This design comes from an exercise in tuning for small area and a short achievable clock period on the open sky130 flow, not from production work. Only simulation tests tie the RTL to the original design; equivalence was not proved.

==> flow/design.v, too long to show whole: its modules and the start of the top module <==
// module CSA_3_2: 10 lines
// module BOOTH_ENC: 10 lines
// module C42_4_2: 16 lines
// module C42N_4_2: 14 lines
// module HA_2_2: 9 lines
// module CPA_32: 200 lines
// module INC_18: 83 lines
// module conv1d: 2361 lines
module conv1d (
    input clk,
    input rst_n,
    input w_valid,
    input [47:0] w_in,
    input [15:0] x,
    input [15:0] b,
    output [31:0] y
);
  // ...
==> flow/flow/run.sh <==
#!/bin/bash
# The standard layout (the standard.sh, unchanged), with plain buf_1
# cells as the port buffers instead of the delay buffers that ORFS's
# buffer_ports picks by default.  standard.sh's full output goes to
# standard.log; ORFS writes each step's log under orfs/logs/.
export BUFFER_PORTS_ARGS="-buffer_cell sky130_fd_sc_hd__buf_1"
bash standard.sh > standard.log 2>&1
==> flow/standard.sh <==
#!/bin/bash
# synth_recipe.tcl (not shown) runs the flow's synth.tcl, then flattens the netlist and writes it again
# the make line also repeats each setting of config.mk as NAME=value (left out here)
make -C /OpenROAD-flow-scripts/flow DESIGN_CONFIG=/design/flow/config.mk WORK_HOME=/design/flow/orfs CLKGATE_MAP_FILE= SYNTH_SCRIPT=/design/flow/synth_recipe.tcl "${@:-finish}"
==> flow/config.mk <==
export PLATFORM = sky130hd
export DESIGN_NAME = conv1d
export DESIGN_NICKNAME = conv1d
export VERILOG_FILES = /design/flow/design.v
export SDC_FILE = /design/flow/constraint.sdc
export NUM_CORES = 4
export LEC_CHECK = 0
export CAP_MARGIN = 70
export CORE_MARGIN = 2
export CORE_UTILIZATION = 65
export PLACE_DENSITY = 0.75
export SETUP_SLACK_MARGIN = 5
export SLEW_MARGIN = 70
export SYNTH_HIERARCHICAL = 1
export SYNTH_MINIMUM_KEEP_SIZE = 0
==> flow/constraint.sdc <==
create_clock -name core_clock -period 10.0 [get_ports {clk}]
set_input_delay 2.0000 -clock core_clock [delete_from_list [all_inputs] [get_ports {clk}]]
set_output_delay 2.0000 -clock core_clock [all_outputs]
set_load 0.01 [all_outputs]
==> implementation parameters, run 1 <==
Parameter                              Value

CTS
  Maximum level of the CTS H-tree ... 2
  Number of buffers added by the clock tree synthesis step ... 50

Timing
  Setup TNS after final layout ... 0 ns

GRT
  Number of global-route vias before repair ... 21239
  Initial antenna violation count ... 0

Setup path
  Depth of the critical timing path with buffers and inverters included ... 14
  Ordered list of cells on the worst path ... fa_1 -> maj3_1 -> xor2_1 -> xnor2_1 -> ha_1 -> nand3_1 -> o22ai_1 -> o211ai_1 -> buf_1 -> buf_1 -> buf_1 -> a21oi_2 -> or4_1 -> o2111a_1
  Critical path launch point ... dneg[3]
  Reg2Reg Depth ... 14

Yosys
  Register bit total from synthesis ... 469
  Fraction of synthesized cell area in xor and xnor cells ... 15.9%
  Warnings, synthesis ... 7
  Combinational family with the most area after synthesis ... adder cells

Final layout
  Cell class ranked first by area ... multi-input gates
  Number of non-clock buffers in the layout ... 180
  Commonest cells after routing, fill and taps aside ... 424 x xnor2_1, 389 x dfrtp_1, 340 x a22oi_1, 333 x fa_1, 112 x buf_1

Die
  Initial cell density of the core ... 66.0%
  Top Ports ... 115
  Area of the die ... 0.0492 sq mm

Min path
  WHS Path Cells ... 0
  Origin of the worst min-delay path ... bc1_26

Routing
  Routed wire length ... 74000 um

Status
  Run status ... no timing/DRC/antenna violations
==> run 2: changes to the inputs <==
--- a/flow/design.v
+++ b/flow/design.v
@@ -61,207 +61,274 @@
 module CPA_32 (
     input [31:0] a,
     input [31:0] b,
     output [31:0] s
 );
   wire [31:0] p0 = a ^ b;
   wire [31:0] g0 = a & b;
   wire G0 = g0[1] | (p0[1] & g0[0]);
-  wire P0 = p0[1] & p0[0];
-  wire G1 = g0[3] | (p0[3] & g0[2]);
-  wire P1 = p0[3] & p0[2];
-  wire G2 = g0[5] | (p0[5] & g0[4]);
-  wire P2 = p0[5] & p0[4];
-  wire G3 = g0[7] | (p0[7] & g0[6]);
-  wire P3 = p0[7] & p0[6];
-  wire G4 = g0[9] | (p0[9] & g0[8]);
-  wire P4 = p0[9] & p0[8];
-  wire G5 = g0[11] | (p0[11] & g0[10]);
-  wire P5 = p0[11] & p0[10];
-  wire G6 = g0[13] | (p0[13] & g0[12]);
-  wire P6 = p0[13] & p0[12];
-  wire G7 = g0[15] | (p0[15] & g0[14]);
-  wire P7 = p0[15] & p0[14];
-  wire G8 = g0[17] | (p0[17] & g0[16]);
-  wire P8 = p0[17] & p0[16];
-  wire G9 = g0[19] | (p0[19] & g0[18]);
-  wire P9 = p0[19] & p0[18];
-  wire G10 = g0[21] | (p0[21] & g0[20]);
-  wire P10 = p0[21] & p0[20];
-  wire G11 = g0[23] | (p0[23] & g0[22]);
-  wire P11 = p0[23] & p0[22];
-  wire G12 = g0[25] | (p0[25] & g0[24]);
-  wire P12 = p0[25] & p0[24];
-  wire G13 = g0[27] | (p0[27] & g0[26]);
-  wire P13 = p0[27] & p0[26];
-  wire G14 = g0[29] | (p0[29] & g0[28]);
-  wire P14 = p0[29] & p0[28];
-  wire G15 = g0[31] | (p0[31] & g0[30]);
-  wire P15 = p0[31] & p0[30];
-  wire G16 = g0[2] | (p0[2] & G0);
-  wire P16 = p0[2] & P0;
-  wire G17 = G1 | (P1 & G0);
-  wire P17 = P1 & P0;
-  wire G18 = g0[6] | (p0[6] & G2);
-  wire P18 = p0[6] & P2;
-  wire G19 = G3 | (P3 & G2);
-  wire P19 = P3 & P2;
-  wire G20 = g0[10] | (p0[10] & G4);
-  wire P20 = p0[10] & P4;
-  wire G21 = G5 | (P5 & G4);
-  wire P21 = P5 & P4;
-  wire G22 = g0[14] | (p0[14] & G6);
-  wire P22 = p0[14] & P6;
-  wire G23 = G7 | (P7 & G6);
-  wire P23 = P7 & P6;
-  wire G24 = g0[18] | (p0[18] & G8);
-  wire P24 = p0[18] & P8;
-  wire G25 = G9 | (P9 & G8);
-  wire P25 = P9 & P8;
-  wire G26 = g0[22] | (p0[22] & G10);
-  wire P26 = p0[22] & P10;
-  wire G27 = G11 | (P11 & G10);
-  wire P27 = P11 & P10;
-  wire G28 = g0[26] | (p0[26] & G12);
-  wire P28 = p0[26] & P12;
-  wire G29 = G13 | (P13 & G12);
-  wire P29 = P13 & P12;
-  wire G30 = g0[30] | (p0[30] & G14);
-  wire P30 = p0[30] & P14;
-  wire G31 = G15 | (P15 & G14);
-  wire P31 = P15 & P14;
-  wire G32 = g0[4] | (p0[4] & G17);
-  wire P32 = p0[4] & P17;
-  wire G33 = G2 | (P2 & G17);
-  wire P33 = P2 & P17;
-  wire G34 = G18 | (P18 & G17);
-  wire P34 = P18 & P17;
-  wire G35 = G19 | (P19 & G17);
-  wire P35 = P19 & P17;
-  wire G36 = g0[12] | (p0[12] & G21);
-  wire P36 = p0[12] & P21;
-  wire G37 = G6 | (P6 & G21);
-  wire P37 = P6 & P21;
-  wire G38 = G22 | (P22 & G21);
-  wire P38 = P22 & P21;
-  wire G39 = G23 | (P23 & G21);
-  wire P39 = P23 & P21;
-  wire G40 = g0[20] | (p0[20] & G25);
-  wire P40 = p0[20] & P25;
-  wire G41 = G10 | (P10 & G25);
-  wire P41 = P10 & P25;
-  wire G42 = G26 | (P26 & G25);
-  wire P42 = P26 & P25;
-  wire G43 = G27 | (P27 & G25);
-  wire P43 = P27 & P25;
-  wire G44 = g0[28] | (p0[28] & G29);
-  wire P44 = p0[28] & P29;
-  wire G45 = G14 | (P14 & G29);
-  wire P45 = P14 & P29;
-  wire G46 = G30 | (P30 & G29);
-  wire P46 = P30 & P29;
-  wire G47 = G31 | (P31 & G29);
-  wire P47 = P31 & P29;
-  wire G48 = g0[8] | (p0[8] & G35);
-  wire P48 = p0[8] & P35;
-  wire G49 = G4 | (P4 & G35);
-  wire P49 = P4 & P35;
-  wire G50 = G20 | (P20 & G35);
-  wire P50 = P20 & P35;
-  wire G51 = G21 | (P21 & G35);
-  wire P51 = P21 & P35;
-  wire G52 = G36 | (P36 & G35);
-  wire P52 = P36 & P35;
-  wire G53 = G37 | (P37 & G35);
-  wire P53 = P37 & P35;
-  wire G54 = G38 | (P38 & G35);
-  wire P54 = P38 & P35;
-  wire G55 = G39 | (P39 & G35);
-  wire P55 = P39 & P35;
-  wire G56 = g0[24] | (p0[24] & G43);
-  wire P56 = p0[24] & P43;
-  wire G57 = G12 | (P12 & G43);
-  wire P57 = P12 & P43;
-  wire G58 = G28 | (P28 & G43);
-  wire P58 = P28 & P43;
-  wire G59 = G29 | (P29 & G43);
-  wire P59 = P29 & P43;
-  wire G60 = G44 | (P44 & G43);
-  wire P60 = P44 & P43;
-  wire G61 = G45 | (P45 & G43);
-  wire P61 = P45 & P43;
-  wire G62 = G46 | (P46 & G43);
-  wire P62 = P46 & P43;
-  wire G63 = G47 | (P47 & G43);
-  wire P63 = P47 & P43;
-  wire G64 = g0[16] | (p0[16] & G55);
-  wire P64 = p0[16] & P55;
-  wire G65 = G8 | (P8 & G55);
-  wire P65 = P8 & P55;
-  wire G66 = G24 | (P24 & G55);
-  wire P66 = P24 & P55;
-  wire G67 = G25 | (P25 & G55);
-  wire P67 = P25 & P55;
-  wire G68 = G40 | (P40 & G55);
-  wire P68 = P40 & P55;
-  wire G69 = G41 | (P41 & G55);
-  wire P69 = P41 & P55;
-  wire G70 = G42 | (P42 & G55);
-  wire P70 = P42 & P55;
-  wire G71 = G43 | (P43 & G55);
-  wire P71 = P43 & P55;
-  wire G72 = G56 | (P56 & G55);
-  wire P72 = P56 & P55;
-  wire G73 = G57 | (P57 & G55);
-  wire P73 = P57 & P55;
-  wire G74 = G58 | (P58 & G55);
-  wire P74 = P58 & P55;
-  wire G75 = G59 | (P59 & G55);
-  wire P75 = P59 & P55;
-  wire G76 = G60 | (P60 & G55);
-  wire P76 = P60 & P55;
-  wire G77 = G61 | (P61 & G55);
-  wire P77 = P61 & P55;
-  wire G78 = G62 | (P62 & G55);
-  wire P78 = P62 & P55;
-  wire G79 = G63 | (P63 & G55);
-  wire P79 = P63 & P55;
+  wire G1 = g0[2] | (p0[2] & g0[1]);
+  wire P1 = p0[2] & p0[1];
+  wire G2 = g0[3] | (p0[3] & g0[2]);
+  wire P2 = p0[3] & p0[2];
+  wire G3 = g0[4] | (p0[4] & g0[3]);
+  wire P3 = p0[4] & p0[3];
+  wire G4 = g0[5] | (p0[5] & g0[4]);
+  wire P4 = p0[5] & p0[4];
+  wire G5 = g0[6] | (p0[6] & g0[5]);
+  wire P5 = p0[6] & p0[5];
+  wire G6 = g0[7] | (p0[7] & g0[6]);
+  wire P6 = p0[7] & p0[6];
+  wire G7 = g0[8] | (p0[8] & g0[7]);
+  wire P7 = p0[8] & p0[7];
+  wire G8 = g0[9] | (p0[9] & g0[8]);
+  wire P8 = p0[9] & p0[8];
+  wire G9 = g0[10] | (p0[10] & g0[9]);
+  wire P9 = p0[10] & p0[9];
+  wire G10 = g0[11] | (p0[11] & g0[10]);
+  wire P10 = p0[11] & p0[10];
+  wire G11 = g0[12] | (p0[12] & g0[11]);
+  wire P11 = p0[12] & p0[11];
+  wire G12 = g0[13] | (p0[13] & g0[12]);
+  wire P12 = p0[13] & p0[12];
+  wire G13 = g0[14] | (p0[14] & g0[13]);
+  wire P13 = p0[14] & p0[13];
+  wire G14 = g0[15] | (p0[15] & g0[14]);
+  wire P14 = p0[15] & p0[14];
+  wire G15 = g0[16] | (p0[16] & g0[15]);
+  wire P15 = p0[16] & p0[15];
+  wire G16 = g0[17] | (p0[17] & g0[16]);
+  wire P16 = p0[17] & p0[16];
+  wire G17 = g0[18] | (p0[18] & g0[17]);
+  wire P17 = p0[18] & p0[17];
+  wire G18 = g0[19] | (p0[19] & g0[18]);
+  wire P18 = p0[19] & p0[18];
+  wire G19 = g0[20] | (p0[20] & g0[19]);
+  wire P19 = p0[20] & p0[19];
+  wire G20 = g0[21] | (p0[21] & g0[20]);
+  wire P20 = p0[21] & p0[20];
+  wire G21 = g0[22] | (p0[22] & g0[21]);
+  wire P21 = p0[22] & p0[21];
+  wire G22 = g0[23] | (p0[23] & g0[22]);
+  wire P22 = p0[23] & p0[22];
+  wire G23 = g0[24] | (p0[24] & g0[23]);
+  wire P23 = p0[24] & p0[23];
+  wire G24 = g0[25] | (p0[25] & g0[24]);
+  wire P24 = p0[25] & p0[24];
+  wire G25 = g0[26] | (p0[26] & g0[25]);
+  wire P25 = p0[26] & p0[25];
+  wire G26 = g0[27] | (p0[27] & g0[26]);
+  wire P26 = p0[27] & p0[26];
+  wire G27 = g0[28] | (p0[28] & g0[27]);
+  wire P27 = p0[28] & p0[27];
+  wire G28 = g0[29] | (p0[29] & g0[28]);
+  wire P28 = p0[29] & p0[28];
+  wire G29 = g0[30] | (p0[30] & g0[29]);
+  wire P29 = p0[30] & p0[29];
+  wire G30 = g0[31] | (p0[31] & g0[30]);
+  wire P30 = p0[31] & p0[30];
+  wire G31 = G1 | (P1 & g0[0]);
+  wire G32 = G2 | (P2 & G0);
+  wire G33 = G3 | (P3 & G1);
+  wire P33 = P3 & P1;
+  wire G34 = G4 | (P4 & G2);
+  wire P34 = P4 & P2;
+  wire G35 = G5 | (P5 & G3);
+  wire P35 = P5 & P3;
+  wire G36 = G6 | (P6 & G4);
+  wire P36 = P6 & P4;
+  wire G37 = G7 | (P7 & G5);
+  wire P37 = P7 & P5;
+  wire G38 = G8 | (P8 & G6);
+  wire P38 = P8 & P6;
+  wire G39 = G9 | (P9 & G7);
+  wire P39 = P9 & P7;
+  wire G40 = G10 | (P10 & G8);
+  wire P40 = P10 & P8;
+  wire G41 = G11 | (P11 & G9);
+  wire P41 = P11 & P9;
+  wire G42 = G12 | (P12 & G10);
+  wire P42 = P12 & P10;
+  wire G43 = G13 | (P13 & G11);
+  wire P43 = P13 & P11;
+  wire G44 = G14 | (P14 & G12);
+  wire P44 = P14 & P12;
+  wire G45 = G15 | (P15 & G13);
+  wire P45 = P15 & P13;
+  wire G46 = G16 | (P16 & G14);
+  wire P46 = P16 & P14;
+  wire G47 = G17 | (P17 & G15);
+  wire P47 = P17 & P15;
+  wire G48 = G18 | (P18 & G16);
+  wire P48 = P18 & P16;
+  wire G49 = G19 | (P19 & G17);
+  wire P49 = P19 & P17;
+  wire G50 = G20 | (P20 & G18);
+  wire P50 = P20 & P18;
+  wire G51 = G21 | (P21 & G19);
+  wire P51 = P21 & P19;
+  wire G52 = G22 | (P22 & G20);
+  wire P52 = P22 & P20;
+  wire G53 = G23 | (P23 & G21);
+  wire P53 = P23 & P21;
+  wire G54 = G24 | (P24 & G22);
+  wire P54 = P24 & P22;
+  wire G55 = G25 | (P25 & G23);
+  wire P55 = P25 & P23;
+  wire G56 = G26 | (P26 & G24);
+  wire P56 = P26 & P24;
+  wire G57 = G27 | (P27 & G25);
+  wire P57 = P27 & P25;
+  wire G58 = G28 | (P28 & G26);
+  wire P58 = P28 & P26;
+  wire G59 = G29 | (P29 & G27);
+  wire P59 = P29 & P27;
+  wire G60 = G30 | (P30 & G28);
+  wire P60 = P30 & P28;
+  wire G61 = G33 | (P33 & g0[0]);
+  wire G62 = G34 | (P34 & G0);
+  wire G63 = G35 | (P35 & G31);
+  wire G64 = G36 | (P36 & G32);
+  wire G65 = G37 | (P37 & G33);
+  wire P65 = P37 & P33;
+  wire G66 = G38 | (P38 & G34);
+  wire P66 = P38 & P34;
+  wire G67 = G39 | (P39 & G35);
+  wire P67 = P39 & P35;
+  wire G68 = G40 | (P40 & G36);
+  wire P68 = P40 & P36;
+  wire G69 = G41 | (P41 & G37);
+  wire P69 = P41 & P37;
+  wire G70 = G42 | (P42 & G38);
+  wire P70 = P42 & P38;
+  wire G71 = G43 | (P43 & G39);
+  wire P71 = P43 & P39;
+  wire G72 = G44 | (P44 & G40);
+  wire P72 = P44 & P40;
+  wire G73 = G45 | (P45 & G41);
+  wire P73 = P45 & P41;
+  wire G74 = G46 | (P46 & G42);
+  wire P74 = P46 & P42;
+  wire G75 = G47 | (P47 & G43);
+  wire P75 = P47 & P43;
+  wire G76 = G48 | (P48 & G44);
+  wire P76 = P48 & P44;
+  wire G77 = G49 | (P49 & G45);
+  wire P77 = P49 & P45;
+  wire G78 = G50 | (P50 & G46);
+  wire P78 = P50 & P46;
+  wire G79 = G51 | (P51 & G47);
+  wire P79 = P51 & P47;
+  wire G80 = G52 | (P52 & G48);
+  wire P80 = P52 & P48;
+  wire G81 = G53 | (P53 & G49);
+  wire P81 = P53 & P49;
+  wire G82 = G54 | (P54 & G50);
+  wire P82 = P54 & P50;
+  wire G83 = G55 | (P55 & G51);
+  wire P83 = P55 & P51;
+  wire G84 = G56 | (P56 & G52);
+  wire P84 = P56 & P52;
+  wire G85 = G57 | (P57 & G53);
+  wire P85 = P57 & P53;
+  wire G86 = G58 | (P58 & G54);
+  wire P86 = P58 & P54;
+  wire G87 = G59 | (P59 & G55);
+  wire P87 = P59 & P55;
+  wire G88 = G60 | (P60 & G56);
+  wire P88 = P60 & P56;
+  wire G89 = G65 | (P65 & g0[0]);
+  wire G90 = G66 | (P66 & G0);
+  wire G91 = G67 | (P67 & G31);
+  wire G92 = G68 | (P68 & G32);
+  wire G93 = G69 | (P69 & G61);
+  wire G94 = G70 | (P70 & G62);
+  wire G95 = G71 | (P71 & G63);
+  wire G96 = G72 | (P72 & G64);
+  wire G97 = G73 | (P73 & G65);
+  wire P97 = P73 & P65;
+  wire G98 = G74 | (P74 & G66);
+  wire P98 = P74 & P66;
+  wire G99 = G75 | (P75 & G67);
+  wire P99 = P75 & P67;
+  wire G100 = G76 | (P76 & G68);
+  wire P100 = P76 & P68;
+  wire G101 = G77 | (P77 & G69);
+  wire P101 = P77 & P69;
+  wire G102 = G78 | (P78 & G70);
+  wire P102 = P78 & P70;
+  wire G103 = G79 | (P79 & G71);
+  wire P103 = P79 & P71;
+  wire G104 = G80 | (P80 & G72);
+  wire P104 = P80 & P72;
+  wire G105 = G81 | (P81 & G73);
+  wire P105 = P81 & P73;
+  wire G106 = G82 | (P82 & G74);
+  wire P106 = P82 & P74;
+  wire G107 = G83 | (P83 & G75);
+  wire P107 = P83 & P75;
+  wire G108 = G84 | (P84 & G76);
+  wire P108 = P84 & P76;
+  wire G109 = G85 | (P85 & G77);
+  wire P109 = P85 & P77;
+  wire G110 = G86 | (P86 & G78);
+  wire P110 = P86 & P78;
+  wire G111 = G87 | (P87 & G79);
+  wire P111 = P87 & P79;
+  wire G112 = G88 | (P88 & G80);
+  wire P112 = P88 & P80;
+  wire G113 = G97 | (P97 & g0[0]);
+  wire G114 = G98 | (P98 & G0);
+  wire G115 = G99 | (P99 & G31);
+  wire G116 = G100 | (P100 & G32);
+  wire G117 = G101 | (P101 & G61);
+  wire G118 = G102 | (P102 & G62);
+  wire G119 = G103 | (P103 & G63);
+  wire G120 = G104 | (P104 & G64);
+  wire G121 = G105 | (P105 & G89);
+  wire G122 = G106 | (P106 & G90);
+  wire G123 = G107 | (P107 & G91);
+  wire G124 = G108 | (P108 & G92);
+  wire G125 = G109 | (P109 & G93);
+  wire G126 = G110 | (P110 & G94);
+  wire G127 = G111 | (P111 & G95);
+  wire G128 = G112 | (P112 & G96);
   assign s[0] = p0[0];
   assign s[1] = p0[1] ^ g0[0];
   assign s[2] = p0[2] ^ G0;
-  assign s[3] = p0[3] ^ G16;
-  assign s[4] = p0[4] ^ G17;
-  assign s[5] = p0[5] ^ G32;
-  assign s[6] = p0[6] ^ G33;
-  assign s[7] = p0[7] ^ G34;
-  assign s[8] = p0[8] ^ G35;
-  assign s[9] = p0[9] ^ G48;
-  assign s[10] = p0[10] ^ G49;
-  assign s[11] = p0[11] ^ G50;
-  assign s[12] = p0[12] ^ G51;
-  assign s[13] = p0[13] ^ G52;
-  assign s[14] = p0[14] ^ G53;
-  assign s[15] = p0[15] ^ G54;
-  assign s[16] = p0[16] ^ G55;
-  assign s[17] = p0[17] ^ G64;
-  assign s[18] = p0[18] ^ G65;
-  assign s[19] = p0[19] ^ G66;
-  assign s[20] = p0[20] ^ G67;
-  assign s[21] = p0[21] ^ G68;
-  assign s[22] = p0[22] ^ G69;
-  assign s[23] = p0[23] ^ G70;
-  assign s[24] = p0[24] ^ G71;
-  assign s[25] = p0[25] ^ G72;
-  assign s[26] = p0[26] ^ G73;
-  assign s[27] = p0[27] ^ G74;
-  assign s[28] = p0[28] ^ G75;
-  assign s[29] = p0[29] ^ G76;
-  assign s[30] = p0[30] ^ G77;
-  assign s[31] = p0[31] ^ G78;
+  assign s[3] = p0[3] ^ G31;
+  assign s[4] = p0[4] ^ G32;
+  assign s[5] = p0[5] ^ G61;
+  assign s[6] = p0[6] ^ G62;
+  assign s[7] = p0[7] ^ G63;
+  assign s[8] = p0[8] ^ G64;
+  assign s[9] = p0[9] ^ G89;
+  assign s[10] = p0[10] ^ G90;
+  assign s[11] = p0[11] ^ G91;
+  assign s[12] = p0[12] ^ G92;
+  assign s[13] = p0[13] ^ G93;
+  assign s[14] = p0[14] ^ G94;
+  assign s[15] = p0[15] ^ G95;
+  assign s[16] = p0[16] ^ G96;
+  assign s[17] = p0[17] ^ G113;
+  assign s[18] = p0[18] ^ G114;
+  assign s[19] = p0[19] ^ G115;
+  assign s[20] = p0[20] ^ G116;
+  assign s[21] = p0[21] ^ G117;
+  assign s[22] = p0[22] ^ G118;
+  assign s[23] = p0[23] ^ G119;
+  assign s[24] = p0[24] ^ G120;
+  assign s[25] = p0[25] ^ G121;
+  assign s[26] = p0[26] ^ G122;
+  assign s[27] = p0[27] ^ G123;
+  assign s[28] = p0[28] ^ G124;
+  assign s[29] = p0[29] ^ G125;
+  assign s[30] = p0[30] ^ G126;
+  assign s[31] = p0[31] ^ G127;
 endmodule
 module INC_18 (
     input [17:0] a,
     input c,
     output [17:0] s
 );
   wire q0 = a[1] & a[0];
   wire q1 = a[2] & a[1];
@@ -356,31 +423,40 @@
   genvar gi;
   generate for (gi = 0; gi < 8; gi = gi + 1) begin : enc
     BOOTH_ENC u_enc (.g(xe[2*gi+2:2*gi]), .neg(nneg[gi]), .one(none[gi]), .two(ntwo[gi]));
   end endgenerate
   reg [7:0] dneg, done, dtwo;
   always @(posedge clk) begin
     done <= none; dtwo <= ntwo;
   end
-  reg [15:0] w0, w1, w2;
-  wire [15:0] w2n = w_valid ? w_in[47:32] : w2;
+  reg [15:0] w0, w1;
+  wire [16:0] we = {w_in[47:32], 1'b0};
+  wire [7:0] pneg, pone, ptwo;
+  generate for (gi = 0; gi < 8; gi = gi + 1) begin : wenc
+    BOOTH_ENC u_wenc (.g(we[2*gi+2:2*gi]), .neg(pneg[gi]), .one(pone[gi]), .two(ptwo[gi]));
+  end endgenerate
+  reg [7:0] w2neg, w2one, w2two;
+  wire [7:0] qneg = w_valid ? pneg : w2neg;
+  wire [7:0] qone = w_valid ? pone : w2one;
+  wire [7:0] qtwo = w_valid ? ptwo : w2two;
   wire [17:0] bn = {1'b0, ~b[15], b[15:0]} + {3'b000, x[15], 14'd0};
   reg [17:0] br;
   always @(posedge clk or negedge rst_n) begin
     if (!rst_n) begin
       dneg <= 8'd0;
-      w0 <= 16'd0; w1 <= 16'd0; w2 <= 16'd0;
+      w0 <= 16'd0; w1 <= 16'd0;
+      w2neg <= 8'd0; w2one <= 8'd0; w2two <= 8'd0;
       br <= 18'h10000;
     end else begin
       dneg <= nneg;
       if (w_valid) begin
         w0 <= w_in[15:0]; w1 <= w_in[31:16];
       end
-      w2 <= w2n;
+      w2neg <= qneg; w2one <= qone; w2two <= qtwo;
       br <= bn;
     end
   end
   reg ac0_0;
   reg ac1_0;
   reg ac0_1;
   reg ac1_1;
   reg ac0_2;
@@ -1571,158 +1647,158 @@
   wire m1_460, m1_461;
   CSA_3_2 u_m1_460 (.a(m1_342), .b(m1_399), .cin(m1_400), .cout(m1_461), .sum(m1_460));
   wire m1_462, m1_463;
   CSA_3_2 u_m1_462 (.a(m1_343), .b(m1_402), .cin(m1_401), .cout(m1_463), .sum(m1_462));
   wire m1_464, m1_465;
   CSA_3_2 u_m1_464 (.a(m1_134), .b(m1_404), .cin(m1_403), .cout(m1_465), .sum(m1_464));
   wire m1_466, m1_467;
   CSA_3_2 u_m1_466 (.a(a20_30), .b(m1_135), .cin(m1_405), .cout(m1_467), .sum(m1_466));
-  wire m2_0 = (w2n[0] & none[0]) ^ nneg[0];
-  wire m2_1 = ((w2n[1] & none[0]) | (w2n[0] & ntwo[0])) ^ nneg[0];
-  wire m2_2 = ((w2n[2] & none[0]) | (w2n[1] & ntwo[0])) ^ nneg[0];
-  wire m2_3 = ((w2n[3] & none[0]) | (w2n[2] & ntwo[0])) ^ nneg[0];
-  wire m2_4 = ((w2n[4] & none[0]) | (w2n[3] & ntwo[0])) ^ nneg[0];
-  wire m2_5 = ((w2n[5] & none[0]) | (w2n[4] & ntwo[0])) ^ nneg[0];
-  wire m2_6 = ((w2n[6] & none[0]) | (w2n[5] & ntwo[0])) ^ nneg[0];
-  wire m2_7 = ((w2n[7] & none[0]) | (w2n[6] & ntwo[0])) ^ nneg[0];
-  wire m2_8 = ((w2n[8] & none[0]) | (w2n[7] & ntwo[0])) ^ nneg[0];
-  wire m2_9 = ((w2n[9] & none[0]) | (w2n[8] & ntwo[0])) ^ nneg[0];
-  wire m2_10 = ((w2n[10] & none[0]) | (w2n[9] & ntwo[0])) ^ nneg[0];
-  wire m2_11 = ((w2n[11] & none[0]) | (w2n[10] & ntwo[0])) ^ nneg[0];
-  wire m2_12 = ((w2n[12] & none[0]) | (w2n[11] & ntwo[0])) ^ nneg[0];
-  wire m2_13 = ((w2n[13] & none[0]) | (w2n[12] & ntwo[0])) ^ nneg[0];
-  wire m2_14 = ((w2n[14] & none[0]) | (w2n[13] & ntwo[0])) ^ nneg[0];
-  wire m2_15 = ((w2n[15] & none[0]) | (w2n[14] & ntwo[0])) ^ nneg[0];
-  wire m2_16 = ~(((w2n[15] & none[0]) | (w2n[15] & ntwo[0])) ^ nneg[0]);
-  wire m2_17 = (w2n[0] & none[1]) ^ nneg[1];
-  wire m2_18 = ((w2n[1] & none[1]) | (w2n[0] & ntwo[1])) ^ nneg[1];
-  wire m2_19 = ((w2n[2] & none[1]) | (w2n[1] & ntwo[1])) ^ nneg[1];
-  wire m2_20 = ((w2n[3] & none[1]) | (w2n[2] & ntwo[1])) ^ nneg[1];
-  wire m2_21 = ((w2n[4] & none[1]) | (w2n[3] & ntwo[1])) ^ nneg[1];
-  wire m2_22 = ((w2n[5] & none[1]) | (w2n[4] & ntwo[1])) ^ nneg[1];
-  wire m2_23 = ((w2n[6] & none[1]) | (w2n[5] & ntwo[1])) ^ nneg[1];
-  wire m2_24 = ((w2n[7] & none[1]) | (w2n[6] & ntwo[1])) ^ nneg[1];
-  wire m2_25 = ((w2n[8] & none[1]) | (w2n[7] & ntwo[1])) ^ nneg[1];
-  wire m2_26 = ((w2n[9] & none[1]) | (w2n[8] & ntwo[1])) ^ nneg[1];
-  wire m2_27 = ((w2n[10] & none[1]) | (w2n[9] & ntwo[1])) ^ nneg[1];
-  wire m2_28 = ((w2n[11] & none[1]) | (w2n[10] & ntwo[1])) ^ nneg[1];
-  wire m2_29 = ((w2n[12] & none[1]) | (w2n[11] & ntwo[1])) ^ nneg[1];
-  wire m2_30 = ((w2n[13] & none[1]) | (w2n[12] & ntwo[1])) ^ nneg[1];
-  wire m2_31 = ((w2n[14] & none[1]) | (w2n[13] & ntwo[1])) ^ nneg[1];
-  wire m2_32 = ((w2n[15] & none[1]) | (w2n[14] & ntwo[1])) ^ nneg[1];
-  wire m2_33 = ~(((w2n[15] & none[1]) | (w2n[15] & ntwo[1])) ^ nneg[1]);
-  wire m2_34 = (w2n[0] & none[2]) ^ nneg[2];
-  wire m2_35 = ((w2n[1] & none[2]) | (w2n[0] & ntwo[2])) ^ nneg[2];
-  wire m2_36 = ((w2n[2] & none[2]) | (w2n[1] & ntwo[2])) ^ nneg[2];
-  wire m2_37 = ((w2n[3] & none[2]) | (w2n[2] & ntwo[2])) ^ nneg[2];
-  wire m2_38 = ((w2n[4] & none[2]) | (w2n[3] & ntwo[2])) ^ nneg[2];
-  wire m2_39 = ((w2n[5] & none[2]) | (w2n[4] & ntwo[2])) ^ nneg[2];
-  wire m2_40 = ((w2n[6] & none[2]) | (w2n[5] & ntwo[2])) ^ nneg[2];
-  wire m2_41 = ((w2n[7] & none[2]) | (w2n[6] & ntwo[2])) ^ nneg[2];
-  wire m2_42 = ((w2n[8] & none[2]) | (w2n[7] & ntwo[2])) ^ nneg[2];
-  wire m2_43 = ((w2n[9] & none[2]) | (w2n[8] & ntwo[2])) ^ nneg[2];
-  wire m2_44 = ((w2n[10] & none[2]) | (w2n[9] & ntwo[2])) ^ nneg[2];
-  wire m2_45 = ((w2n[11] & none[2]) | (w2n[10] & ntwo[2])) ^ nneg[2];
-  wire m2_46 = ((w2n[12] & none[2]) | (w2n[11] & ntwo[2])) ^ nneg[2];
-  wire m2_47 = ((w2n[13] & none[2]) | (w2n[12] & ntwo[2])) ^ nneg[2];
-  wire m2_48 = ((w2n[14] & none[2]) | (w2n[13] & ntwo[2])) ^ nneg[2];
-  wire m2_49 = ((w2n[15] & none[2]) | (w2n[14] & ntwo[2])) ^ nneg[2];
-  wire m2_50 = ~(((w2n[15] & none[2]) | (w2n[15] & ntwo[2])) ^ nneg[2]);
-  wire m2_51 = (w2n[0] & none[3]) ^ nneg[3];
-  wire m2_52 = ((w2n[1] & none[3]) | (w2n[0] & ntwo[3])) ^ nneg[3];
-  wire m2_53 = ((w2n[2] & none[3]) | (w2n[1] & ntwo[3])) ^ nneg[3];
-  wire m2_54 = ((w2n[3] & none[3]) | (w2n[2] & ntwo[3])) ^ nneg[3];
-  wire m2_55 = ((w2n[4] & none[3]) | (w2n[3] & ntwo[3])) ^ nneg[3];
-  wire m2_56 = ((w2n[5] & none[3]) | (w2n[4] & ntwo[3])) ^ nneg[3];
-  wire m2_57 = ((w2n[6] & none[3]) | (w2n[5] & ntwo[3])) ^ nneg[3];
-  wire m2_58 = ((w2n[7] & none[3]) | (w2n[6] & ntwo[3])) ^ nneg[3];
-  wire m2_59 = ((w2n[8] & none[3]) | (w2n[7] & ntwo[3])) ^ nneg[3];
-  wire m2_60 = ((w2n[9] & none[3]) | (w2n[8] & ntwo[3])) ^ nneg[3];
-  wire m2_61 = ((w2n[10] & none[3]) | (w2n[9] & ntwo[3])) ^ nneg[3];
-  wire m2_62 = ((w2n[11] & none[3]) | (w2n[10] & ntwo[3])) ^ nneg[3];
-  wire m2_63 = ((w2n[12] & none[3]) | (w2n[11] & ntwo[3])) ^ nneg[3];
-  wire m2_64 = ((w2n[13] & none[3]) | (w2n[12] & ntwo[3])) ^ nneg[3];
-  wire m2_65 = ((w2n[14] & none[3]) | (w2n[13] & ntwo[3])) ^ nneg[3];
-  wire m2_66 = ((w2n[15] & none[3]) | (w2n[14] & ntwo[3])) ^ nneg[3];
-  wire m2_67 = ~(((w2n[15] & none[3]) | (w2n[15] & ntwo[3])) ^ nneg[3]);
-  wire m2_68 = (w2n[0] & none[4]) ^ nneg[4];
-  wire m2_69 = ((w2n[1] & none[4]) | (w2n[0] & ntwo[4])) ^ nneg[4];
-  wire m2_70 = ((w2n[2] & none[4]) | (w2n[1] & ntwo[4])) ^ nneg[4];
-  wire m2_71 = ((w2n[3] & none[4]) | (w2n[2] & ntwo[4])) ^ nneg[4];
-  wire m2_72 = ((w2n[4] & none[4]) | (w2n[3] & ntwo[4])) ^ nneg[4];
-  wire m2_73 = ((w2n[5] & none[4]) | (w2n[4] & ntwo[4])) ^ nneg[4];
-  wire m2_74 = ((w2n[6] & none[4]) | (w2n[5] & ntwo[4])) ^ nneg[4];
-  wire m2_75 = ((w2n[7] & none[4]) | (w2n[6] & ntwo[4])) ^ nneg[4];
-  wire m2_76 = ((w2n[8] & none[4]) | (w2n[7] & ntwo[4])) ^ nneg[4];
-  wire m2_77 = ((w2n[9] & none[4]) | (w2n[8] & ntwo[4])) ^ nneg[4];
-  wire m2_78 = ((w2n[10] & none[4]) | (w2n[9] & ntwo[4])) ^ nneg[4];
-  wire m2_79 = ((w2n[11] & none[4]) | (w2n[10] & ntwo[4])) ^ nneg[4];
-  wire m2_80 = ((w2n[12] & none[4]) | (w2n[11] & ntwo[4])) ^ nneg[4];
-  wire m2_81 = ((w2n[13] & none[4]) | (w2n[12] & ntwo[4])) ^ nneg[4];
-  wire m2_82 = ((w2n[14] & none[4]) | (w2n[13] & ntwo[4])) ^ nneg[4];
-  wire m2_83 = ((w2n[15] & none[4]) | (w2n[14] & ntwo[4])) ^ nneg[4];
-  wire m2_84 = ~(((w2n[15] & none[4]) | (w2n[15] & ntwo[4])) ^ nneg[4]);
-  wire m2_85 = (w2n[0] & none[5]) ^ nneg[5];
-  wire m2_86 = ((w2n[1] & none[5]) | (w2n[0] & ntwo[5])) ^ nneg[5];
-  wire m2_87 = ((w2n[2] & none[5]) | (w2n[1] & ntwo[5])) ^ nneg[5];
-  wire m2_88 = ((w2n[3] & none[5]) | (w2n[2] & ntwo[5])) ^ nneg[5];
-  wire m2_89 = ((w2n[4] & none[5]) | (w2n[3] & ntwo[5])) ^ nneg[5];
-  wire m2_90 = ((w2n[5] & none[5]) | (w2n[4] & ntwo[5])) ^ nneg[5];
-  wire m2_91 = ((w2n[6] & none[5]) | (w2n[5] & ntwo[5])) ^ nneg[5];
-  wire m2_92 = ((w2n[7] & none[5]) | (w2n[6] & ntwo[5])) ^ nneg[5];
-  wire m2_93 = ((w2n[8] & none[5]) | (w2n[7] & ntwo[5])) ^ nneg[5];
-  wire m2_94 = ((w2n[9] & none[5]) | (w2n[8] & ntwo[5])) ^ nneg[5];
-  wire m2_95 = ((w2n[10] & none[5]) | (w2n[9] & ntwo[5])) ^ nneg[5];
-  wire m2_96 = ((w2n[11] & none[5]) | (w2n[10] & ntwo[5])) ^ nneg[5];
-  wire m2_97 = ((w2n[12] & none[5]) | (w2n[11] & ntwo[5])) ^ nneg[5];
-  wire m2_98 = ((w2n[13] & none[5]) | (w2n[12] & ntwo[5])) ^ nneg[5];
-  wire m2_99 = ((w2n[14] & none[5]) | (w2n[13] & ntwo[5])) ^ nneg[5];
-  wire m2_100 = ((w2n[15] & none[5]) | (w2n[14] & ntwo[5])) ^ nneg[5];
-  wire m2_101 = ~(((w2n[15] & none[5]) | (w2n[15] & ntwo[5])) ^ nneg[5]);
-  wire m2_102 = (w2n[0] & none[6]) ^ nneg[6];
-  wire m2_103 = ((w2n[1] & none[6]) | (w2n[0] & ntwo[6])) ^ nneg[6];
-  wire m2_104 = ((w2n[2] & none[6]) | (w2n[1] & ntwo[6])) ^ nneg[6];
-  wire m2_105 = ((w2n[3] & none[6]) | (w2n[2] & ntwo[6])) ^ nneg[6];
-  wire m2_106 = ((w2n[4] & none[6]) | (w2n[3] & ntwo[6])) ^ nneg[6];
-  wire m2_107 = ((w2n[5] & none[6]) | (w2n[4] & ntwo[6])) ^ nneg[6];
-  wire m2_108 = ((w2n[6] & none[6]) | (w2n[5] & ntwo[6])) ^ nneg[6];
-  wire m2_109 = ((w2n[7] & none[6]) | (w2n[6] & ntwo[6])) ^ nneg[6];
-  wire m2_110 = ((w2n[8] & none[6]) | (w2n[7] & ntwo[6])) ^ nneg[6];
-  wire m2_111 = ((w2n[9] & none[6]) | (w2n[8] & ntwo[6])) ^ nneg[6];
-  wire m2_112 = ((w2n[10] & none[6]) | (w2n[9] & ntwo[6])) ^ nneg[6];
-  wire m2_113 = ((w2n[11] & none[6]) | (w2n[10] & ntwo[6])) ^ nneg[6];
-  wire m2_114 = ((w2n[12] & none[6]) | (w2n[11] & ntwo[6])) ^ nneg[6];
-  wire m2_115 = ((w2n[13] & none[6]) | (w2n[12] & ntwo[6])) ^ nneg[6];
-  wire m2_116 = ((w2n[14] & none[6]) | (w2n[13] & ntwo[6])) ^ nneg[6];
-  wire m2_117 = ((w2n[15] & none[6]) | (w2n[14] & ntwo[6])) ^ nneg[6];
-  wire m2_118 = ~(((w2n[15] & none[6]) | (w2n[15] & ntwo[6])) ^ nneg[6]);
-  wire m2_119 = (w2n[0] & none[7]) ^ nneg[7];
-  wire m2_120 = ((w2n[1] & none[7]) | (w2n[0] & ntwo[7])) ^ nneg[7];
-  wire m2_121 = ((w2n[2] & none[7]) | (w2n[1] & ntwo[7])) ^ nneg[7];
-  wire m2_122 = ((w2n[3] & none[7]) | (w2n[2] & ntwo[7])) ^ nneg[7];
-  wire m2_123 = ((w2n[4] & none[7]) | (w2n[3] & ntwo[7])) ^ nneg[7];
-  wire m2_124 = ((w2n[5] & none[7]) | (w2n[4] & ntwo[7])) ^ nneg[7];
-  wire m2_125 = ((w2n[6] & none[7]) | (w2n[5] & ntwo[7])) ^ nneg[7];
-  wire m2_126 = ((w2n[7] & none[7]) | (w2n[6] & ntwo[7])) ^ nneg[7];
-  wire m2_127 = ((w2n[8] & none[7]) | (w2n[7] & ntwo[7])) ^ nneg[7];
-  wire m2_128 = ((w2n[9] & none[7]) | (w2n[8] & ntwo[7])) ^ nneg[7];
-  wire m2_129 = ((w2n[10] & none[7]) | (w2n[9] & ntwo[7])) ^ nneg[7];
-  wire m2_130 = ((w2n[11] & none[7]) | (w2n[10] & ntwo[7])) ^ nneg[7];
-  wire m2_131 = ((w2n[12] & none[7]) | (w2n[11] & ntwo[7])) ^ nneg[7];
-  wire m2_132 = ((w2n[13] & none[7]) | (w2n[12] & ntwo[7])) ^ nneg[7];
-  wire m2_133 = ((w2n[14] & none[7]) | (w2n[13] & ntwo[7])) ^ nneg[7];
-  wire m2_134 = ((w2n[15] & none[7]) | (w2n[14] & ntwo[7])) ^ nneg[7];
-  wire m2_135 = ~(((w2n[15] & none[7]) | (w2n[15] & ntwo[7])) ^ nneg[7]);
+  wire m2_0 = (x[0] & qone[0]) ^ qneg[0];
+  wire m2_1 = ((x[1] & qone[0]) | (x[0] & qtwo[0])) ^ qneg[0];
+  wire m2_2 = ((x[2] & qone[0]) | (x[1] & qtwo[0])) ^ qneg[0];
+  wire m2_3 = ((x[3] & qone[0]) | (x[2] & qtwo[0])) ^ qneg[0];
+  wire m2_4 = ((x[4] & qone[0]) | (x[3] & qtwo[0])) ^ qneg[0];
+  wire m2_5 = ((x[5] & qone[0]) | (x[4] & qtwo[0])) ^ qneg[0];
+  wire m2_6 = ((x[6] & qone[0]) | (x[5] & qtwo[0])) ^ qneg[0];
+  wire m2_7 = ((x[7] & qone[0]) | (x[6] & qtwo[0])) ^ qneg[0];
+  wire m2_8 = ((x[8] & qone[0]) | (x[7] & qtwo[0])) ^ qneg[0];
+  wire m2_9 = ((x[9] & qone[0]) | (x[8] & qtwo[0])) ^ qneg[0];
+  wire m2_10 = ((x[10] & qone[0]) | (x[9] & qtwo[0])) ^ qneg[0];
+  wire m2_11 = ((x[11] & qone[0]) | (x[10] & qtwo[0])) ^ qneg[0];
+  wire m2_12 = ((x[12] & qone[0]) | (x[11] & qtwo[0])) ^ qneg[0];
+  wire m2_13 = ((x[13] & qone[0]) | (x[12] & qtwo[0])) ^ qneg[0];
+  wire m2_14 = ((x[14] & qone[0]) | (x[13] & qtwo[0])) ^ qneg[0];
+  wire m2_15 = ((x[15] & qone[0]) | (x[14] & qtwo[0])) ^ qneg[0];
+  wire m2_16 = ~(((x[15] & qone[0]) | (x[15] & qtwo[0])) ^ qneg[0]);
+  wire m2_17 = (x[0] & qone[1]) ^ qneg[1];
+  wire m2_18 = ((x[1] & qone[1]) | (x[0] & qtwo[1])) ^ qneg[1];
+  wire m2_19 = ((x[2] & qone[1]) | (x[1] & qtwo[1])) ^ qneg[1];
+  wire m2_20 = ((x[3] & qone[1]) | (x[2] & qtwo[1])) ^ qneg[1];
+  wire m2_21 = ((x[4] & qone[1]) | (x[3] & qtwo[1])) ^ qneg[1];
+  wire m2_22 = ((x[5] & qone[1]) | (x[4] & qtwo[1])) ^ qneg[1];
+  wire m2_23 = ((x[6] & qone[1]) | (x[5] & qtwo[1])) ^ qneg[1];
+  wire m2_24 = ((x[7] & qone[1]) | (x[6] & qtwo[1])) ^ qneg[1];
+  wire m2_25 = ((x[8] & qone[1]) | (x[7] & qtwo[1])) ^ qneg[1];
+  wire m2_26 = ((x[9] & qone[1]) | (x[8] & qtwo[1])) ^ qneg[1];
+  wire m2_27 = ((x[10] & qone[1]) | (x[9] & qtwo[1])) ^ qneg[1];
+  wire m2_28 = ((x[11] & qone[1]) | (x[10] & qtwo[1])) ^ qneg[1];
+  wire m2_29 = ((x[12] & qone[1]) | (x[11] & qtwo[1])) ^ qneg[1];
+  wire m2_30 = ((x[13] & qone[1]) | (x[12] & qtwo[1])) ^ qneg[1];
+  wire m2_31 = ((x[14] & qone[1]) | (x[13] & qtwo[1])) ^ qneg[1];
+  wire m2_32 = ((x[15] & qone[1]) | (x[14] & qtwo[1])) ^ qneg[1];
+  wire m2_33 = ~(((x[15] & qone[1]) | (x[15] & qtwo[1])) ^ qneg[1]);
+  wire m2_34 = (x[0] & qone[2]) ^ qneg[2];
+  wire m2_35 = ((x[1] & qone[2]) | (x[0] & qtwo[2])) ^ qneg[2];
+  wire m2_36 = ((x[2] & qone[2]) | (x[1] & qtwo[2])) ^ qneg[2];
+  wire m2_37 = ((x[3] & qone[2]) | (x[2] & qtwo[2])) ^ qneg[2];
+  wire m2_38 = ((x[4] & qone[2]) | (x[3] & qtwo[2])) ^ qneg[2];
+  wire m2_39 = ((x[5] & qone[2]) | (x[4] & qtwo[2])) ^ qneg[2];
+  wire m2_40 = ((x[6] & qone[2]) | (x[5] & qtwo[2])) ^ qneg[2];
+  wire m2_41 = ((x[7] & qone[2]) | (x[6] & qtwo[2])) ^ qneg[2];
+  wire m2_42 = ((x[8] & qone[2]) | (x[7] & qtwo[2])) ^ qneg[2];
+  wire m2_43 = ((x[9] & qone[2]) | (x[8] & qtwo[2])) ^ qneg[2];
+  wire m2_44 = ((x[10] & qone[2]) | (x[9] & qtwo[2])) ^ qneg[2];
+  wire m2_45 = ((x[11] & qone[2]) | (x[10] & qtwo[2])) ^ qneg[2];
+  wire m2_46 = ((x[12] & qone[2]) | (x[11] & qtwo[2])) ^ qneg[2];
+  wire m2_47 = ((x[13] & qone[2]) | (x[12] & qtwo[2])) ^ qneg[2];
+  wire m2_48 = ((x[14] & qone[2]) | (x[13] & qtwo[2])) ^ qneg[2];
+  wire m2_49 = ((x[15] & qone[2]) | (x[14] & qtwo[2])) ^ qneg[2];
+  wire m2_50 = ~(((x[15] & qone[2]) | (x[15] & qtwo[2])) ^ qneg[2]);
+  wire m2_51 = (x[0] & qone[3]) ^ qneg[3];
+  wire m2_52 = ((x[1] & qone[3]) | (x[0] & qtwo[3])) ^ qneg[3];
+  wire m2_53 = ((x[2] & qone[3]) | (x[1] & qtwo[3])) ^ qneg[3];
+  wire m2_54 = ((x[3] & qone[3]) | (x[2] & qtwo[3])) ^ qneg[3];
+  wire m2_55 = ((x[4] & qone[3]) | (x[3] & qtwo[3])) ^ qneg[3];
+  wire m2_56 = ((x[5] & qone[3]) | (x[4] & qtwo[3])) ^ qneg[3];
+  wire m2_57 = ((x[6] & qone[3]) | (x[5] & qtwo[3])) ^ qneg[3];
+  wire m2_58 = ((x[7] & qone[3]) | (x[6] & qtwo[3])) ^ qneg[3];
+  wire m2_59 = ((x[8] & qone[3]) | (x[7] & qtwo[3])) ^ qneg[3];
+  wire m2_60 = ((x[9] & qone[3]) | (x[8] & qtwo[3])) ^ qneg[3];
+  wire m2_61 = ((x[10] & qone[3]) | (x[9] & qtwo[3])) ^ qneg[3];
+  wire m2_62 = ((x[11] & qone[3]) | (x[10] & qtwo[3])) ^ qneg[3];
+  wire m2_63 = ((x[12] & qone[3]) | (x[11] & qtwo[3])) ^ qneg[3];
+  wire m2_64 = ((x[13] & qone[3]) | (x[12] & qtwo[3])) ^ qneg[3];
+  wire m2_65 = ((x[14] & qone[3]) | (x[13] & qtwo[3])) ^ qneg[3];
+  wire m2_66 = ((x[15] & qone[3]) | (x[14] & qtwo[3])) ^ qneg[3];
+  wire m2_67 = ~(((x[15] & qone[3]) | (x[15] & qtwo[3])) ^ qneg[3]);
+  wire m2_68 = (x[0] & qone[4]) ^ qneg[4];
+  wire m2_69 = ((x[1] & qone[4]) | (x[0] & qtwo[4])) ^ qneg[4];
+  wire m2_70 = ((x[2] & qone[4]) | (x[1] & qtwo[4])) ^ qneg[4];
+  wire m2_71 = ((x[3] & qone[4]) | (x[2] & qtwo[4])) ^ qneg[4];
+  wire m2_72 = ((x[4] & qone[4]) | (x[3] & qtwo[4])) ^ qneg[4];
+  wire m2_73 = ((x[5] & qone[4]) | (x[4] & qtwo[4])) ^ qneg[4];
+  wire m2_74 = ((x[6] & qone[4]) | (x[5] & qtwo[4])) ^ qneg[4];
+  wire m2_75 = ((x[7] & qone[4]) | (x[6] & qtwo[4])) ^ qneg[4];
+  wire m2_76 = ((x[8] & qone[4]) | (x[7] & qtwo[4])) ^ qneg[4];
+  wire m2_77 = ((x[9] & qone[4]) | (x[8] & qtwo[4])) ^ qneg[4];
+  wire m2_78 = ((x[10] & qone[4]) | (x[9] & qtwo[4])) ^ qneg[4];
+  wire m2_79 = ((x[11] & qone[4]) | (x[10] & qtwo[4])) ^ qneg[4];
+  wire m2_80 = ((x[12] & qone[4]) | (x[11] & qtwo[4])) ^ qneg[4];
+  wire m2_81 = ((x[13] & qone[4]) | (x[12] & qtwo[4])) ^ qneg[4];
+  wire m2_82 = ((x[14] & qone[4]) | (x[13] & qtwo[4])) ^ qneg[4];
+  wire m2_83 = ((x[15] & qone[4]) | (x[14] & qtwo[4])) ^ qneg[4];
+  wire m2_84 = ~(((x[15] & qone[4]) | (x[15] & qtwo[4])) ^ qneg[4]);
+  wire m2_85 = (x[0] & qone[5]) ^ qneg[5];
+  wire m2_86 = ((x[1] & qone[5]) | (x[0] & qtwo[5])) ^ qneg[5];
+  wire m2_87 = ((x[2] & qone[5]) | (x[1] & qtwo[5])) ^ qneg[5];
+  wire m2_88 = ((x[3] & qone[5]) | (x[2] & qtwo[5])) ^ qneg[5];
+  wire m2_89 = ((x[4] & qone[5]) | (x[3] & qtwo[5])) ^ qneg[5];
+  wire m2_90 = ((x[5] & qone[5]) | (x[4] & qtwo[5])) ^ qneg[5];
+  wire m2_91 = ((x[6] & qone[5]) | (x[5] & qtwo[5])) ^ qneg[5];
+  wire m2_92 = ((x[7] & qone[5]) | (x[6] & qtwo[5])) ^ qneg[5];
+  wire m2_93 = ((x[8] & qone[5]) | (x[7] & qtwo[5])) ^ qneg[5];
+  wire m2_94 = ((x[9] & qone[5]) | (x[8] & qtwo[5])) ^ qneg[5];
+  wire m2_95 = ((x[10] & qone[5]) | (x[9] & qtwo[5])) ^ qneg[5];
+  wire m2_96 = ((x[11] & qone[5]) | (x[10] & qtwo[5])) ^ qneg[5];
+  wire m2_97 = ((x[12] & qone[5]) | (x[11] & qtwo[5])) ^ qneg[5];
+  wire m2_98 = ((x[13] & qone[5]) | (x[12] & qtwo[5])) ^ qneg[5];
+  wire m2_99 = ((x[14] & qone[5]) | (x[13] & qtwo[5])) ^ qneg[5];
+  wire m2_100 = ((x[15] & qone[5]) | (x[14] & qtwo[5])) ^ qneg[5];
+  wire m2_101 = ~(((x[15] & qone[5]) | (x[15] & qtwo[5])) ^ qneg[5]);
+  wire m2_102 = (x[0] & qone[6]) ^ qneg[6];
+  wire m2_103 = ((x[1] & qone[6]) | (x[0] & qtwo[6])) ^ qneg[6];
+  wire m2_104 = ((x[2] & qone[6]) | (x[1] & qtwo[6])) ^ qneg[6];
+  wire m2_105 = ((x[3] & qone[6]) | (x[2] & qtwo[6])) ^ qneg[6];
+  wire m2_106 = ((x[4] & qone[6]) | (x[3] & qtwo[6])) ^ qneg[6];
+  wire m2_107 = ((x[5] & qone[6]) | (x[4] & qtwo[6])) ^ qneg[6];
+  wire m2_108 = ((x[6] & qone[6]) | (x[5] & qtwo[6])) ^ qneg[6];
+  wire m2_109 = ((x[7] & qone[6]) | (x[6] & qtwo[6])) ^ qneg[6];
+  wire m2_110 = ((x[8] & qone[6]) | (x[7] & qtwo[6])) ^ qneg[6];
+  wire m2_111 = ((x[9] & qone[6]) | (x[8] & qtwo[6])) ^ qneg[6];
+  wire m2_112 = ((x[10] & qone[6]) | (x[9] & qtwo[6])) ^ qneg[6];
+  wire m2_113 = ((x[11] & qone[6]) | (x[10] & qtwo[6])) ^ qneg[6];
+  wire m2_114 = ((x[12] & qone[6]) | (x[11] & qtwo[6])) ^ qneg[6];
+  wire m2_115 = ((x[13] & qone[6]) | (x[12] & qtwo[6])) ^ qneg[6];
+  wire m2_116 = ((x[14] & qone[6]) | (x[13] & qtwo[6])) ^ qneg[6];
+  wire m2_117 = ((x[15] & qone[6]) | (x[14] & qtwo[6])) ^ qneg[6];
+  wire m2_118 = ~(((x[15] & qone[6]) | (x[15] & qtwo[6])) ^ qneg[6]);
+  wire m2_119 = (x[0] & qone[7]) ^ qneg[7];
+  wire m2_120 = ((x[1] & qone[7]) | (x[0] & qtwo[7])) ^ qneg[7];
+  wire m2_121 = ((x[2] & qone[7]) | (x[1] & qtwo[7])) ^ qneg[7];
+  wire m2_122 = ((x[3] & qone[7]) | (x[2] & qtwo[7])) ^ qneg[7];
+  wire m2_123 = ((x[4] & qone[7]) | (x[3] & qtwo[7])) ^ qneg[7];
+  wire m2_124 = ((x[5] & qone[7]) | (x[4] & qtwo[7])) ^ qneg[7];
+  wire m2_125 = ((x[6] & qone[7]) | (x[5] & qtwo[7])) ^ qneg[7];
+  wire m2_126 = ((x[7] & qone[7]) | (x[6] & qtwo[7])) ^ qneg[7];
+  wire m2_127 = ((x[8] & qone[7]) | (x[7] & qtwo[7])) ^ qneg[7];
+  wire m2_128 = ((x[9] & qone[7]) | (x[8] & qtwo[7])) ^ qneg[7];
+  wire m2_129 = ((x[10] & qone[7]) | (x[9] & qtwo[7])) ^ qneg[7];
+  wire m2_130 = ((x[11] & qone[7]) | (x[10] & qtwo[7])) ^ qneg[7];
+  wire m2_131 = ((x[12] & qone[7]) | (x[11] & qtwo[7])) ^ qneg[7];
+  wire m2_132 = ((x[13] & qone[7]) | (x[12] & qtwo[7])) ^ qneg[7];
+  wire m2_133 = ((x[14] & qone[7]) | (x[13] & qtwo[7])) ^ qneg[7];
+  wire m2_134 = ((x[15] & qone[7]) | (x[14] & qtwo[7])) ^ qneg[7];
+  wire m2_135 = ~(((x[15] & qone[7]) | (x[15] & qtwo[7])) ^ qneg[7]);
   wire m2_136, m2_137;
   HA_2_2 u_m2_136 (.a(bc0_12), .b(bc1_12), .cout(m2_137), .sum(m2_136));
   wire m2_138, m2_139;
   HA_2_2 u_m2_138 (.a(bc0_13), .b(bc1_13), .cout(m2_139), .sum(m2_138));
   wire m2_140, m2_141;
-  CSA_3_2 u_m2_140 (.a(bc0_14), .b(bc1_14), .cin(nneg[7]), .cout(m2_141), .sum(m2_140));
+  CSA_3_2 u_m2_140 (.a(bc0_14), .b(bc1_14), .cin(qneg[7]), .cout(m2_141), .sum(m2_140));
   wire m2_142, m2_143;
   HA_2_2 u_m2_142 (.a(m2_104), .b(m2_119), .cout(m2_143), .sum(m2_142));
   wire m2_144, m2_145;
   CSA_3_2 u_m2_144 (.a(bc0_15), .b(bc1_15), .cin(m2_105), .cout(m2_145), .sum(m2_144));
   wire m2_146, m2_147;
   HA_2_2 u_m2_146 (.a(m2_120), .b(m2_15), .cout(m2_147), .sum(m2_146));
   wire m2_148, m2_149;
   CSA_3_2 u_m2_148 (.a(bc0_16), .b(bc1_16), .cin(m2_106), .cout(m2_149), .sum(m2_148));
@@ -1732,37 +1808,37 @@
   CSA_3_2 u_m2_152 (.a(bc0_17), .b(bc1_17), .cin(m2_107), .cout(m2_153), .sum(m2_152));
   wire m2_154, m2_155;
   HA_2_2 u_m2_154 (.a(bc0_18), .b(bc1_18), .cout(m2_155), .sum(m2_154));
   wire m2_156, m2_157;
   HA_2_2 u_m2_156 (.a(bc0_6), .b(bc1_6), .cout(m2_157), .sum(m2_156));
   wire m2_158, m2_159;
   HA_2_2 u_m2_158 (.a(bc0_7), .b(bc1_7), .cout(m2_159), .sum(m2_158));
   wire m2_160, m2_161;
-  CSA_3_2 u_m2_160 (.a(bc0_8), .b(bc1_8), .cin(nneg[4]), .cout(m2_161), .sum(m2_160));
+  CSA_3_2 u_m2_160 (.a(bc0_8), .b(bc1_8), .cin(qneg[4]), .cout(m2_161), .sum(m2_160));
   wire m2_162, m2_163;
   HA_2_2 u_m2_162 (.a(m2_23), .b(m2_38), .cout(m2_163), .sum(m2_162));
   wire m2_164, m2_165;
   CSA_3_2 u_m2_164 (.a(bc0_9), .b(bc1_9), .cin(m2_24), .cout(m2_165), .sum(m2_164));
   wire m2_166, m2_167;
   HA_2_2 u_m2_166 (.a(m2_39), .b(m2_54), .cout(m2_167), .sum(m2_166));
   wire m2_168, m2_169;
-  CSA_3_2 u_m2_168 (.a(bc0_10), .b(bc1_10), .cin(nneg[5]), .cout(m2_169), .sum(m2_168));
+  CSA_3_2 u_m2_168 (.a(bc0_10), .b(bc1_10), .cin(qneg[5]), .cout(m2_169), .sum(m2_168));
   wire m2_170, m2_171;
   CSA_3_2 u_m2_170 (.a(m2_10), .b(m2_25), .cin(m2_40), .cout(m2_171), .sum(m2_170));
   wire m2_172, m2_173;
   HA_2_2 u_m2_172 (.a(m2_55), .b(m2_70), .cout(m2_173), .sum(m2_172));
   wire m2_174, m2_175;
   CSA_3_2 u_m2_174 (.a(bc0_11), .b(bc1_11), .cin(m2_11), .cout(m2_175), .sum(m2_174));
   wire m2_176, m2_177;
   CSA_3_2 u_m2_176 (.a(m2_26), .b(m2_41), .cin(m2_56), .cout(m2_177), .sum(m2_176));
   wire m2_178, m2_179;
   HA_2_2 u_m2_178 (.a(m2_71), .b(m2_86), .cout(m2_179), .sum(m2_178));
   wire m2_180, m2_181;
-  CSA_3_2 u_m2_180 (.a(m2_136), .b(nneg[6]), .cin(m2_102), .cout(m2_181), .sum(m2_180));
+  CSA_3_2 u_m2_180 (.a(m2_136), .b(qneg[6]), .cin(m2_102), .cout(m2_181), .sum(m2_180));
   wire m2_182, m2_183;
   CSA_3_2 u_m2_182 (.a(m2_12), .b(m2_27), .cin(m2_42), .cout(m2_183), .sum(m2_182));
   wire m2_184, m2_185;
   CSA_3_2 u_m2_184 (.a(m2_57), .b(m2_72), .cin(m2_87), .cout(m2_185), .sum(m2_184));
   wire m2_186, m2_187;
   CSA_3_2 u_m2_186 (.a(m2_137), .b(m2_138), .cin(m2_103), .cout(m2_187), .sum(m2_186));
   wire m2_188, m2_189;
   CSA_3_2 u_m2_188 (.a(m2_13), .b(m2_28), .cin(m2_43), .cout(m2_189), .sum(m2_188));
@@ -2528,43 +2604,43 @@
       bc1_28 <= m1_462;
       bc0_29 <= m1_464;
       bc1_29 <= m1_463;
       bc0_30 <= m1_466;
       bc1_30 <= m1_465;
       bc0_31 <= m1_467;
       sc0_0 <= bc0_0;
       sc1_0 <= bc1_0;
-      sc2_0 <= nneg[0];
+      sc2_0 <= qneg[0];
       sc3_0 <= m2_0;
       sc0_1 <= bc0_1;
       sc1_1 <= bc1_1;
       sc2_1 <= m2_1;
       sc0_2 <= bc0_2;
       sc1_2 <= bc1_2;
-      sc2_2 <= nneg[1];
+      sc2_2 <= qneg[1];
       sc3_2 <= m2_17;
       sc4_2 <= m2_2;
       sc0_3 <= bc0_3;
       sc1_3 <= bc1_3;
       sc2_3 <= m2_18;
       sc3_3 <= m2_3;
       sc0_4 <= bc0_4;
       sc1_4 <= bc1_4;
-      sc2_4 <= nneg[2];
+      sc2_4 <= qneg[2];
       sc3_4 <= m2_19;
       sc4_4 <= m2_34;
       sc5_4 <= m2_4;
       sc0_5 <= bc0_5;
       sc1_5 <= bc1_5;
       sc2_5 <= m2_20;
       sc3_5 <= m2_35;
       sc4_5 <= m2_5;
       sc0_6 <= m2_156;
-      sc1_6 <= nneg[3];
+      sc1_6 <= qneg[3];
       sc2_6 <= m2_21;
       sc3_6 <= m2_36;
       sc4_6 <= m2_51;
       sc5_6 <= m2_6;
       sc0_7 <= m2_157;
       sc1_7 <= m2_158;
       sc2_7 <= m2_22;
       sc3_7 <= m2_37;
==> run 2 against run 1 <==
  * First-iteration DRC count decreased by 8.4%
  * Critical path depth shrank 7
  * Highest routed layer is now met5
  * Via count rose by 3.1%
==> implementation parameters, run 2 <==
Parameter                              Value

Status
  Run status ... no timing/DRC/antenna violations

Placed design
  Total placed instance area ... 0.0326 sq mm
  Detailed-placement wirelength estimate ... 53000 um

Yosys
  Leading cell type by number of instances after synthesis ... dfrtp_1
  Fraction of synthesized cell area in xor and xnor cells ... 16.1% (+0.14 points)
  Warnings, synthesis ... 7 (unchanged)
  Register bit total from synthesis ... 477 (+1.7%)
  Netlist cell types ... 71
  Fraction of the mapped netlist area in adder cells ... 25.6%
  Top cell type by total area after synthesis ... dfrtp_1
  Fraction of registers with async set/reset ... 96.6%
  Synth Area in Compound Gates ... 12.3%
  Leading register cell type out of synthesis ... dfrtp_1
  Post-synthesis average cell area ... 12.9 sq um
  Portion of the post-synthesis area used by sequential elements ... 37.5%
  Fraction of the mapped netlist area in simple logic gates ... 2.30%
  Combinational family with the most area after synthesis ... adder cells

Routing
  Count of unresolved DRC violations after routing ... 0
  Detailed-router iteration count before antenna repair ... 6
  Initial detailed-routing violation count ... 1822
  Detail Route Antenna Nets ... 0
  Routed wire length ... 79000 um (+6.7%)

GRT
  Number of global-route vias before repair ... 21701 (+2.2%)
  Initial antenna violation count ... 1 (+1)
  Pin count of the biggest net entering global routing ... 59

Min path
  Origin of the worst min-delay path ... bc0_0
  WHS Path Cells ... 0 (unchanged)
  Path class of the lowest-slack min-delay path ... reg2reg

CTS
  Number of buffers added by the clock tree synthesis step ... 51 (+2.0%)
  Total of hold buffers inserted after clock tree synthesis ... 0
  Maximum level of the CTS H-tree ... 2 (unchanged)
  Sinks on the clock net ... 477
  CTS root buffer ... clkbuf_16
  Post CTS Setup Buffer Count ... 0

Timing
  Final setup violation count ... 0
  Maximum operating frequency ... 245 MHz
  Setup TNS after final layout ... 0 ns (unchanged)
  Count of endpoints failing hold in the final timing report ... 0

Setup path
  Crit-path max FO ... 33
  Arrival time at the worst endpoint ... 4.56 ns
  Data required, critical path ... 10.47 ns
  Launching element type of the critical path ... input port
  Slowest library cell on the worst path ... fa_1
  Combined buffer and inverter count along the critical path ... 3
  Worst flop-to-flop path startpoint ... sc0_8
  Ordered list of cells on the worst path ... clkbuf_8 -> buf_8 -> mux2i_1 -> clkinv_2 -> xnor2_1 -> ha_1 -> fa_1
  Largest delay share family, worst path ... buffers and inverters
  Reg2Reg Depth ... 12 (-2)
  Category of the most critical setup path ... in2reg
  Longest individual stage delay on the worst path ... 0.46 ns

Die
  Initial cell density of the core ... 66.2% (+0.20 points)
  Area of the die ... 0.0506 sq mm (+2.8%)
  Top Ports ... 115 (unchanged)
  Core Footprint ... 0.0479 sq mm

Final layout
  Post-Layout Inst Area ... 0.0345 sq mm
  Fill cells ... 3248
  Multi-input logic area ... 0.0187 sq mm
  Most frequent standard cell in the layout excluding fill and tap cells ... xnor2_1
  Flip-flop count of the largest register, all copies and words added ... 32
  Top reg by flops ... yr
  Fin nets ... 2975
  Area growth from synthesis to layout ... 8.64%
  Commonest cells after routing, fill and taps aside ... 434 x xnor2_1, 397 x dfrtp_1, 338 x a22oi_1, 329 x fa_1, 106 x buf_1
run 2: changes by cell type after synthesis, moves of 6 or more:
| cell | delta |
|---|---|
| a21o_1 | +9 |
| a21oi_1 | +9 |
| buf_1 | +6 |
| buf_4 | +13 |
| buf_6 | -6 |
| dfrtp_1 | +8 |
| inv_1 | -22 |
| nand2_1 | +18 |
| o21ai_0 | +10 |
| o22ai_2 | +8 |
| xnor2_1 | +10 |
| xor2_1 | +11 |
run 2: kinds of logic after synthesis:
| family | after synthesis |
|---|---|
| xor gates and xnor gates | 537 |
| adders and majority gates | 459 |
| DFF | 477 |
| AOI/OAI and AO/OA | 519 |
| and+or+nand+nor | 167 |
| other | 1 |
| buffers and inverters | 248 |
| muxes | 56 |
run 2: worst max-delay path by stage:
stage | start | endpoint | slack [ns] | cells after the start
6_report | w_valid | sc5_15 | 5.91 | 7
2_1_floorplan | w_valid | sc5_15 | 6.00 | 8
5_1_grt | w2neg[3] | yr[29] | 5.84 | 12
3_5_place_dp | w_valid | sc5_15 | 5.38 | 7
3_3_place_gp | w_valid | sc5_16 | 5.03 | 7
4_1_cts | sc0_8 | yr[28] | 5.99 | 12
run 2: final cells by class:
type                            instances  share of cell area [%]
Multi-Input combinational cell       1745                    54.2
Sequential cell                       477                    34.6
Clock buffer                           75                    4.40
Timing Repair Buffer                  173                    3.62
Tap cell                              615                    2.23
Clock inverter                         20                   0.697
Inverter                               14                   0.236
run 2: per-layer routing:
layer,vias to the layer above,share of wire [%],track usage [%]
li1,8404,-,-
met1,10327,39,42.6
met2,1042,49,53.6
met3,238,8.0,6.08
met4,2,3.8,12.4
met5,-,0.015,0
run 2: per-module statistics from Yosys, one instance, submodules excluded, a selection:
module     cells  copies in the design  area (sq um)
BOOTH_ENC      5                    16          38.8
C42N_4_2       3                     2          46.3
C42_4_2        7                    27          62.6
CPA_32       219                     1          1620
HA_2_2         1                    66          12.5
conv1d      1576                     1         20300
run 2: stage by stage:
step                      instances  worst slack (ns)  hold WS (ns)  util [%]
final                          3119              5.91         0.336      71.9
after global routing           3119              5.84         0.345      71.9
after CTS                      3114              5.99         0.336      71.6
after detailed placement       3019              5.38         0.335      68.0
after global placement         3010              5.03         0.332      67.1
after floorplan                2470              6.00         0.331         -

## static timing again, ports no longer ideal
Ports are ideal in the flow. The routed layouts listed here were re-timed in OpenROAD. Step 1, drivers: a clkbuf_16 drives clk and a buf_2 each remaining input, both assumed. Step 2, shift: input delay + t, output delay - t, t = (earliest + latest rising clock arrival at the registers) / 2. This alone moves slack from input paths to output paths. Three values: ideal ports, drivers, drivers and shift; two values: the first two.
run | shift t [ns] | setup WS [ns] | worst setup path at the end | latest minus earliest clock arrival (ns) | worst data-port slew with drivers (ns)
run 1 | 0.649 | 5.856 / 5.856 / 5.466 | input to register | 0.025 / 0.024 | 0.08
run 2 | 0.649 | 5.912 / 5.933 / 5.284 | input to register | 0.025 / 0.025 | 0.09
After both steps setup and hold are still met in every run listed. The setup slack of run 2, which loses most, moves by +0.021 ns with the drivers and by -0.628 ns with both steps.
